This is an optimization exercise on Yosys and OpenROAD, whose aim is small area, not a production implementation. The RTL was checked by simulation tests, not by an equivalence proof against the original design. Power figures rest on the tool's default switching activity, not on a simulated workload.

==> exp/zinc <==
==> flow/design.v (excerpt) <==
module ahb_usb #(
) (
    input clk, n_rst,
    input logic hsel,
    input logic [3:0] haddr,
    input logic [2:0] hsize,
    input logic [1:0] htrans,
    input logic hwrite,
    input logic [2:0] hburst,
    input logic [31:0] hwdata,
    output logic hready,
    output logic [31:0] hrdata,
    output logic hresp,
    input logic dp_in,
    input logic dm_in,
    output logic dp_out,
    output logic dm_out,
    output logic d_mode
);
make LEC_CHECK=0 CAP_MARGIN=20 CORE_MARGIN=2 CORE_UTILIZATION=60 CTS_BUF_LIST=sky130_fd_sc_hd__clkbuf_16 CTS_CLUSTER_DIAMETER=60 CTS_CLUSTER_SIZE=30 SLEW_MARGIN=20 finish   # period 10.0 ns
run.sh (not shown) runs the stock make flow with config.mk's settings and CLKGATE_MAP_FILE= SYNTH_SCRIPT=/design/flow/synth_recipe.tcl, a recipe that flattens the netlist after the stock synthesis.
==> inputs of exp/yarrow, as changes to exp/zinc <==
==> flow/flow/run.sh (new file) <==
#!/bin/bash
# Standard ORFS layout (the standard.sh, standard synthesis unchanged) with
# a few layout-only knobs:


#  - buffer the ports with the smallest buffer
#  - clock tree from clkbuf_16 with larger sink clusters and no dummy loads
#  - power recovery (downsizing of cells off the critical paths) after
#    global routing
set -euo pipefail

export RECOVER_POWER=100
export BUFFER_PORTS_ARGS="-buffer_cell sky130_fd_sc_hd__buf_1"
export CTS_ARGS="-sink_clustering_enable -repair_clock_nets -sink_clustering_size 30 -sink_clustering_max_diameter 60 -buf_list sky130_fd_sc_hd__clkbuf_16 -dont_use_dummy_load"
bash standard.sh > standard.log 2>&1
==> flow/standard.sh (new file) <==
#!/bin/bash
# synth_recipe.tcl (not shown) runs the flow's synth.tcl, then flattens the netlist and writes it again
# the make line also repeats each setting of config.mk as NAME=value (left out here)
make -C /OpenROAD-flow-scripts/flow DESIGN_CONFIG=/design/flow/config.mk WORK_HOME=/design/flow/orfs CLKGATE_MAP_FILE= SYNTH_SCRIPT=/design/flow/synth_recipe.tcl "${@:-finish}"
removed: flow/run.sh
==> results.yml <==
outcome:
  status: "no timing/DRC/antenna violations"
final_layout:
  clockBufferCount: 46
  nNonClkBuffers: 114
  clockNetworkAreaShare: 0.0447
  final_cells: 3059
global_route:
  grt_use_total: 0.292
worst_setup_path:
  crit_path_max_incr_delay_ns: 0.63
timing:
  maxClockFrequency_mhz: 152
clock_tree:
  clk_pin_slew_ns: 0.08
-- figures above: exp/zinc

==> results.yml <==
outcome:
  status: "complete, but fails checks"
  failed_checks: "capacitance limit, slew limit"
final_layout:
  nNonClkBuffers: 115
  final_cells: 3022
  clockNetworkAreaShare: 0.0323
job:
  maxCapViolCount: 11
worst_setup_path:
  crit_path_max_incr_delay_ns: 2.07
clock_tree:
  clk_pin_slew_ns: 0.09
timing:
  finalMaxSlewViolations: 662
-- figures above: exp/yarrow


========
==> run a <==
Another version of the RTL of ahb_usb (not shown whole).
clock: 10.0 ns
lec_check: 0
cap_margin: 20
core_margin: 2
core_utilization: 80
slew_margin: 20
synth_hierarchical: 1
standard.sh (not shown) runs the stock make flow with config.mk's settings and CLKGATE_MAP_FILE= SYNTH_SCRIPT=/design/flow/synth_recipe.tcl, a recipe that flattens the netlist after the stock synthesis.
==> flow/flow/run.sh <==
#!/bin/bash
# Standard ORFS layout (the standard.sh, standard synthesis unchanged) with
# two layout-only knobs:
#  - buffer the ports with the smallest buffer
#  - clock tree: clkbuf_8 drives the sink clusters, clkbuf_16 above them,
#    no dummy loads
set -euo pipefail
export BUFFER_PORTS_ARGS="-buffer_cell sky130_fd_sc_hd__buf_1"
export CTS_ARGS="-sink_clustering_enable -repair_clock_nets -sink_clustering_size 18 -sink_clustering_max_diameter 50 -buf_list {sky130_fd_sc_hd__clkbuf_8 sky130_fd_sc_hd__clkbuf_16} -sink_clustering_buffer sky130_fd_sc_hd__clkbuf_8 -root_buf sky130_fd_sc_hd__clkbuf_16 -dont_use_dummy_load"
bash standard.sh > standard.log 2>&1
==> inputs of run b, as changes to run a <==
--- a/flow/design.v
+++ b/flow/design.v
@@ -24,33 +24,33 @@
     logic [7:0] RX_data, TX_data;
     logic clear_done, get_RX_data, store_TX_data, clear, TX_error, TX_transfer_active, packet_done;
     logic flush, store_RX_packet_data, get_TX_packet_data;
     logic [7:0] RX_packet_data, TX_packet_data;
     logic last_store_TX_data, last_store_RX_data;
-    logic tx_in_wait;
     logic [6:0] waddr, raddr, hw;
     logic [63:0][7:0] mem, mem_d;
     logic clear_flag, any_store, wr, rd;
     logic [7:0] wval, nwval, rdata;
     assign clear_flag = clear | flush;
     assign clear_done = clear_flag;
-    assign last_store_TX_data = tx_in_wait;
     assign any_store = last_store_TX_data | last_store_RX_data;
     assign wr = (clear_flag | any_store) & ~waddr[6];
     assign wval = clear_flag ? 8'h00 : (last_store_RX_data ? RX_packet_data : TX_data);
     assign nwval = ~wval;
     logic eq_rw, at_hw;
     assign eq_rw = (raddr == waddr);
     assign at_hw = (waddr == hw);
     assign rd = ~eq_rw & (get_TX_packet_data | get_RX_data);
     always_ff @(posedge clk, negedge n_rst) begin
         if (~n_rst) begin
+            last_store_TX_data <= 0;
             last_store_RX_data <= 0;
             waddr <= 0;
             raddr <= 0;
             hw <= 0;
         end else begin
+            last_store_TX_data <= store_TX_data;
             last_store_RX_data <= store_RX_packet_data;
             if (clear_flag) waddr <= 0;
             else if (any_store & ~waddr[6]) waddr <= waddr + 1;
             if (clear_flag) raddr <= 0;
             else if (rd) raddr <= raddr + 1;
@@ -193,78 +193,77 @@
             default: ;
         endcase
     end
     always_ff @(posedge clk, negedge n_rst) begin
         if (~n_rst) begin
+            l_wr <= 0;
             l_t1 <= 0;
+            l_addr <= 0;
+            l_sz <= 0;
             r_wr <= 0;
             r_t1 <= 0;
+            r_addr <= 0;
             hr_state <= 2'b00;
             dbr <= 0;
             tx_ctl <= 0;
             flush_ctl <= 0;
             tx_busy <= 0;
             tx_wait <= 0;
+            tx_n <= 0;
+            tx_hs <= 0;
             rx_st <= RX_IDLE;
+            rx_n <= 0;
+            rx_hs <= 0;
         end else begin
-            if (hready) l_t1 <= htrans[1];
+            if (hready) begin
+                l_wr <= hwrite;
+                l_t1 <= htrans[1];
+                l_addr <= haddr;
+                l_sz <= (hsize[2] | (hsize[1] & hsize[0])) ? 2'd3 : hsize[1:0];
+            end
             r_wr <= hwrite;
             r_t1 <= htrans[1];
+            r_addr <= haddr;
             hr_state <= next_hr_state;
             for (int k = 0; k < 4; k++) begin
                 if (rx_st == RX_ADDR && rx_n == k[1:0]) dbr[8*k +: 8] <= RX_data;
                 else if (we & lane_we[k]) dbr[8*k +: 8] <= hwdata[8*k +: 8];
             end
             if (packet_done) tx_ctl <= 0;
             else if (we & tx_we) tx_ctl <= hwdata[7:0];
             if (clear_done) flush_ctl <= 0;
             else if (we & flush_we) flush_ctl <= hwdata[15:8];
             if (!tx_busy) begin
+                tx_hs <= hsize[1:0];
+                tx_n <= haddr[1:0];
                 tx_wait <= 1'b0;
                 tx_busy <= tx_ready & ~hresp;
             end else if (!tx_wait) begin
                 tx_wait <= 1'b1;
             end else begin
                 tx_wait <= 1'b0;
+                tx_n <= tx_n + 2'd1;
                 tx_busy <= tx_cont;
             end
             case (rx_st)
                 RX_IDLE: begin
+                    rx_hs <= hsize[1:0];
                     if (rx_ready & ~hresp) rx_st <= RX_WRDY;
                 end
                 RX_WRDY: begin
+                    rx_n <= l_addr[1:0];
                     if (RX_data_ready) rx_st <= (l_addr[3:2] == 2'b00) ? RX_ADDR : RX_IDLE;
                 end
                 RX_ADDR: rx_st <= RX_WADDR;
                 default: begin
+                    rx_n <= rx_n + 2'd1;
                     rx_st <= rx_cont ? RX_ADDR : RX_IDLE;
                 end
             endcase
         end
     end
-    always_ff @(posedge clk) begin
-        if (hready) begin
-            l_wr <= hwrite;
-            l_addr <= haddr;
-            l_sz <= (hsize[2] | (hsize[1] & hsize[0])) ? 2'd3 : hsize[1:0];
-        end
-        r_addr <= haddr;
-        if (!tx_busy) begin
-            tx_hs <= hsize[1:0];
-            tx_n <= haddr[1:0];
-        end else if (tx_wait) begin
-            tx_n <= tx_n + 2'd1;
-        end
-        case (rx_st)
-            RX_IDLE: rx_hs <= hsize[1:0];
-            RX_WRDY: rx_n <= l_addr[1:0];
-            RX_WADDR: rx_n <= rx_n + 2'd1;
-            default: ;
-        endcase
-    end
     assign store_TX_data = tx_busy & ~tx_wait;
-    assign tx_in_wait = tx_busy & tx_wait;
     assign get_RX_data = (rx_st == RX_ADDR);
     assign TX_data = dbr[8*tx_n +: 8];
     logic [15:0] status_reg, error_reg;
     assign status_reg = {7'b0, TX_transfer_active, RX_transfer_active, 3'b0, RX_packet, RX_data_ready};
     assign error_reg = {7'b0, TX_error, 7'b0, RX_error};
@@ -365,11 +364,11 @@
         logic  clk_div;
         assign clk_div = tx_clk_div;
         logic [2:0] tx_packet;
         assign tx_packet = TX_packet;
         logic  buff_empty;
-        assign buff_empty = eq_rw;
+        assign buff_empty = (buffer_occupancy == 7'd0);
         logic [7:0] encoded_tx_packet_data;
         assign encoded_tx_packet_data = encoded_TX_packet_data;
         logic  get_tx_packet_data;
         assign get_TX_packet_data = get_tx_packet_data;
         logic  tx_transfer_active;
@@ -763,21 +762,15 @@
         endcase
     end
     logic [7:0] sr;
     always_ff @( posedge clk, negedge n_rst ) begin
         if (!n_rst)
-            sr[7] <= 1'b1;
+            sr <= 8'hFF;
         else if (load_enable)
-            sr[7] <= parallel_in[7];
-        else if (shift_enable)
-            sr[7] <= sr[6];
-    end
-    always_ff @( posedge clk ) begin
-        if (load_enable)
-            sr[6:0] <= parallel_in[6:0];
+            sr <= parallel_in;
         else if (shift_enable)
-            sr[6:0] <= {sr[5:0], 1'b0};
+            sr <= {sr[6:0], 1'b0};
     end
     assign serial_out_sr = sr[7];
     assign serial_out = serial_out_sr || serial_out_dp;
     assign DP_OUT = serial_out;
     always_comb begin
@@ -851,24 +844,24 @@
         if (~n_rst) dp_prev <= 1'b1;
         else if (NRZI_en) dp_prev <= dp_s;
     end
     assign d_orig = ~(dp_s ^ dp_prev);
     assign d_edge = dp_s ^ dp_prev;
-    always_ff @(posedge clk) begin
-        if (shift_enable) packet_data <= {d_orig, packet_data[7:1]};
+    always_ff @(posedge clk, negedge n_rst) begin
+        if (~n_rst) packet_data <= 8'hFF;
+        else if (shift_enable) packet_data <= {d_orig, packet_data[7:1]};
     end
     logic [15:0] data_register;
     logic [3:0] next_pid;
     logic [2:0] rx_packet_r;
     assign next_pid = shift_in ? packet_data[3:0] : data_register[11:8];
-    always_ff @(posedge clk) begin
-        if (shift_in) data_register <= {packet_data, data_register[15:8]};
-    end
     always_ff @(posedge clk, negedge n_rst) begin
         if (~n_rst) begin
+            data_register <= 16'b0;
             rx_packet_r <= 3'b0;
         end else begin
+            if (shift_in) data_register <= {packet_data, data_register[15:8]};
             if (store_packet) begin
                 case (next_pid)
                     4'b0001: rx_packet_r <= 3'b001;  
                     4'b1001: rx_packet_r <= 3'b010;  
                     4'b0010: rx_packet_r <= 3'b011;  
@@ -907,11 +900,11 @@
     assign readjust = (div_cnt == 6'd45);
     if (1) begin : g_rxc
         logic  clk_div;
         assign clk_div = rx_clk_div;
         logic  buffer_full;
-        assign buffer_full = waddr[6] & (raddr == 7'd0);
+        assign buffer_full = (buffer_occupancy == 7'd64);
         logic  rx_error;
         assign RX_error = rx_error;
         logic  rx_dr;
         assign RX_data_ready = rx_dr;
         logic  rx_busy;
==> flow/flow/run.sh (replaced) <==
#!/bin/bash
# Standard ORFS layout (the standard.sh, standard synthesis unchanged) with
# two layout-only knobs:
#  - buffer the ports with the smallest buffer
#  - clock tree from clkbuf_16 with larger sink clusters and no dummy loads
set -euo pipefail
export BUFFER_PORTS_ARGS="-buffer_cell sky130_fd_sc_hd__buf_1"
export CTS_ARGS="-sink_clustering_enable -repair_clock_nets -sink_clustering_size 30 -sink_clustering_max_diameter 60 -buf_list sky130_fd_sc_hd__clkbuf_16 -dont_use_dummy_load"
bash standard.sh > standard.log 2>&1
--- a/flow/config.mk
+++ b/flow/config.mk
@@ -5,8 +5,11 @@
 export SDC_FILE = /design/flow/constraint.sdc
 export NUM_CORES = 4
 export LEC_CHECK = 0
 export CAP_MARGIN = 20
 export CORE_MARGIN = 2
-export CORE_UTILIZATION = 80
+export CORE_UTILIZATION = 60
+export CTS_BUF_LIST = sky130_fd_sc_hd__clkbuf_16
+export CTS_CLUSTER_DIAMETER = 60
+export CTS_CLUSTER_SIZE = 30
 export SLEW_MARGIN = 20
 export SYNTH_HIERARCHICAL = 1
==> inputs of run c, as changes to run a <==
--- a/flow/design.v
+++ b/flow/design.v
@@ -193,76 +193,76 @@
             default: ;
         endcase
     end
     always_ff @(posedge clk, negedge n_rst) begin
         if (~n_rst) begin
+            l_wr <= 0;
             l_t1 <= 0;
+            l_addr <= 0;
+            l_sz <= 0;
             r_wr <= 0;
             r_t1 <= 0;
+            r_addr <= 0;
             hr_state <= 2'b00;
             dbr <= 0;
             tx_ctl <= 0;
             flush_ctl <= 0;
             tx_busy <= 0;
             tx_wait <= 0;
+            tx_n <= 0;
+            tx_hs <= 0;
             rx_st <= RX_IDLE;
+            rx_n <= 0;
+            rx_hs <= 0;
         end else begin
-            if (hready) l_t1 <= htrans[1];
+            if (hready) begin
+                l_wr <= hwrite;
+                l_t1 <= htrans[1];
+                l_addr <= haddr;
+                l_sz <= (hsize[2] | (hsize[1] & hsize[0])) ? 2'd3 : hsize[1:0];
+            end
             r_wr <= hwrite;
             r_t1 <= htrans[1];
+            r_addr <= haddr;
             hr_state <= next_hr_state;
             for (int k = 0; k < 4; k++) begin
                 if (rx_st == RX_ADDR && rx_n == k[1:0]) dbr[8*k +: 8] <= RX_data;
                 else if (we & lane_we[k]) dbr[8*k +: 8] <= hwdata[8*k +: 8];
             end
             if (packet_done) tx_ctl <= 0;
             else if (we & tx_we) tx_ctl <= hwdata[7:0];
             if (clear_done) flush_ctl <= 0;
             else if (we & flush_we) flush_ctl <= hwdata[15:8];
             if (!tx_busy) begin
+                tx_hs <= hsize[1:0];
+                tx_n <= haddr[1:0];
                 tx_wait <= 1'b0;
                 tx_busy <= tx_ready & ~hresp;
             end else if (!tx_wait) begin
                 tx_wait <= 1'b1;
             end else begin
                 tx_wait <= 1'b0;
+                tx_n <= tx_n + 2'd1;
                 tx_busy <= tx_cont;
             end
             case (rx_st)
                 RX_IDLE: begin
+                    rx_hs <= hsize[1:0];
                     if (rx_ready & ~hresp) rx_st <= RX_WRDY;
                 end
                 RX_WRDY: begin
+                    rx_n <= l_addr[1:0];
                     if (RX_data_ready) rx_st <= (l_addr[3:2] == 2'b00) ? RX_ADDR : RX_IDLE;
                 end
                 RX_ADDR: rx_st <= RX_WADDR;
                 default: begin
+                    rx_n <= rx_n + 2'd1;
                     rx_st <= rx_cont ? RX_ADDR : RX_IDLE;
                 end
             endcase
         end
     end
-    always_ff @(posedge clk) begin
-        if (hready) begin
-            l_wr <= hwrite;
-            l_addr <= haddr;
-            l_sz <= (hsize[2] | (hsize[1] & hsize[0])) ? 2'd3 : hsize[1:0];
-        end
-        r_addr <= haddr;
-        if (!tx_busy) begin
-            tx_hs <= hsize[1:0];
-            tx_n <= haddr[1:0];
-        end else if (tx_wait) begin
-            tx_n <= tx_n + 2'd1;
-        end
-        case (rx_st)
-            RX_IDLE: rx_hs <= hsize[1:0];
-            RX_WRDY: rx_n <= l_addr[1:0];
-            RX_WADDR: rx_n <= rx_n + 2'd1;
-            default: ;
-        endcase
-    end
     assign store_TX_data = tx_busy & ~tx_wait;
     assign tx_in_wait = tx_busy & tx_wait;
     assign get_RX_data = (rx_st == RX_ADDR);
     assign TX_data = dbr[8*tx_n +: 8];
     logic [15:0] status_reg, error_reg;
@@ -763,21 +763,15 @@
         endcase
     end
     logic [7:0] sr;
     always_ff @( posedge clk, negedge n_rst ) begin
         if (!n_rst)
-            sr[7] <= 1'b1;
+            sr <= 8'hFF;
         else if (load_enable)
-            sr[7] <= parallel_in[7];
-        else if (shift_enable)
-            sr[7] <= sr[6];
-    end
-    always_ff @( posedge clk ) begin
-        if (load_enable)
-            sr[6:0] <= parallel_in[6:0];
+            sr <= parallel_in;
         else if (shift_enable)
-            sr[6:0] <= {sr[5:0], 1'b0};
+            sr <= {sr[6:0], 1'b0};
     end
     assign serial_out_sr = sr[7];
     assign serial_out = serial_out_sr || serial_out_dp;
     assign DP_OUT = serial_out;
     always_comb begin
@@ -851,24 +845,24 @@
         if (~n_rst) dp_prev <= 1'b1;
         else if (NRZI_en) dp_prev <= dp_s;
     end
     assign d_orig = ~(dp_s ^ dp_prev);
     assign d_edge = dp_s ^ dp_prev;
-    always_ff @(posedge clk) begin
-        if (shift_enable) packet_data <= {d_orig, packet_data[7:1]};
+    always_ff @(posedge clk, negedge n_rst) begin
+        if (~n_rst) packet_data <= 8'hFF;
+        else if (shift_enable) packet_data <= {d_orig, packet_data[7:1]};
     end
     logic [15:0] data_register;
     logic [3:0] next_pid;
     logic [2:0] rx_packet_r;
     assign next_pid = shift_in ? packet_data[3:0] : data_register[11:8];
-    always_ff @(posedge clk) begin
-        if (shift_in) data_register <= {packet_data, data_register[15:8]};
-    end
     always_ff @(posedge clk, negedge n_rst) begin
         if (~n_rst) begin
+            data_register <= 16'b0;
             rx_packet_r <= 3'b0;
         end else begin
+            if (shift_in) data_register <= {packet_data, data_register[15:8]};
             if (store_packet) begin
                 case (next_pid)
                     4'b0001: rx_packet_r <= 3'b001;  
                     4'b1001: rx_packet_r <= 3'b010;  
                     4'b0010: rx_packet_r <= 3'b011;  
==> flow/flow/run.sh (replaced) <==
#!/bin/bash
# Standard ORFS layout (the standard.sh, standard synthesis unchanged) with
# two layout-only knobs:
#  - buffer the ports with the smallest buffer
#  - clock tree from clkbuf_16 with larger sink clusters and no dummy loads
set -euo pipefail
export BUFFER_PORTS_ARGS="-buffer_cell sky130_fd_sc_hd__buf_1"
export CTS_ARGS="-sink_clustering_enable -repair_clock_nets -sink_clustering_size 40 -sink_clustering_max_diameter 45 -buf_list sky130_fd_sc_hd__clkbuf_16 -dont_use_dummy_load"
bash standard.sh > standard.log 2>&1
--- a/flow/config.mk
+++ b/flow/config.mk
@@ -5,8 +5,8 @@
 export SDC_FILE = /design/flow/constraint.sdc
 export NUM_CORES = 4
 export LEC_CHECK = 0
 export CAP_MARGIN = 20
 export CORE_MARGIN = 2
-export CORE_UTILIZATION = 80
+export CORE_UTILIZATION = 70
 export SLEW_MARGIN = 20
 export SYNTH_HIERARCHICAL = 1
==> comparison table <==
quantity                                                                 run c       run b       run a
Chip Height                                                             210 µm      228 µm      197 µm
Nonclk buf count                                                           105         102         101
Critical path endpoint category                                      flip-flop  output pin   flip-flop
Clock slew seen by the registers of the worst setup and hold paths     0.07 ns     0.09 ns     0.11 ns
Total internal power                                                   5.10 mW     5.07 mW     4.32 mW
Power of the clock network                                             2.11 mW     1.68 mW     1.35 mW
Outcome                                       no timing/DRC/antenna violations  no timing/DRC/antenna violations  no timing/DRC/antenna violations
Switching pwr                                                          3.41 mW     3.74 mW     3.01 mW
Vias in the first global route                                           24600       24400       25900
Multi-input gate share of the layout cell area                           0.442       0.455       0.453
Placed cell count                                                         3876        4062        3759
Share of the clock period used by the worst path after layout            0.631       0.632       0.663
Critical path arrival                                                  6.74 ns     4.32 ns     6.92 ns
CTS H-tree lvls                                                              3           2           2
Clock buffer cells                                                          66          44          50
Mean Syn Cell Area                                                    8.91 µm²    8.92 µm²    9.11 µm²
Area of the multi-input gates                                        14200 µm²   14600 µm²   14100 µm²
Met3 track demand over resource in global routing                       0.0664      0.0464       0.104

[static timing again, ports no longer ideal]
The flow's constraints put no driver on any port. The routed layouts listed below were extracted and timed again, unchanged, in two steps. Step 1 sets driving cells, clkbuf_16 on the clock port and buf_2 on the other inputs (assumed; they add their load-dependent delay and slew). Step 2 times the ports against the registers' clock, not the clock port: input delays grow and output delays shrink by t, the midpoint of the rising clock arrivals with the driver on. Three values: ideal, step 1, step 2; two values: the first two.
run	t (ns)	slack for setup (ns)	hold slack, ns	worst setup path at the end	cell pins on the clock port's net
exp/zinc	0.659	3.415 / 3.385 / 3.385	0.357 / 0.357 / 0.357	input to output	1
exp/yarrow	0.643	2.709 / 2.646 / 2.984	0.363 / 0.363 / 0.363	register to register	1
run a	0.616	3.374 / 3.374 / 3.374	0.374 / 0.374 / 0.374	register to register	1
run b	0.643	3.684 / 3.620 / 3.823	0.359 / 0.359 / 0.359	register to register	1
run c	0.632	3.693 / 3.693 / 3.693	0.345 / 0.345 / 0.345	register to register	1
The setup slack of exp/zinc, which loses most, moves by -0.030 ns with the drivers and by -0.030 ns with both steps.
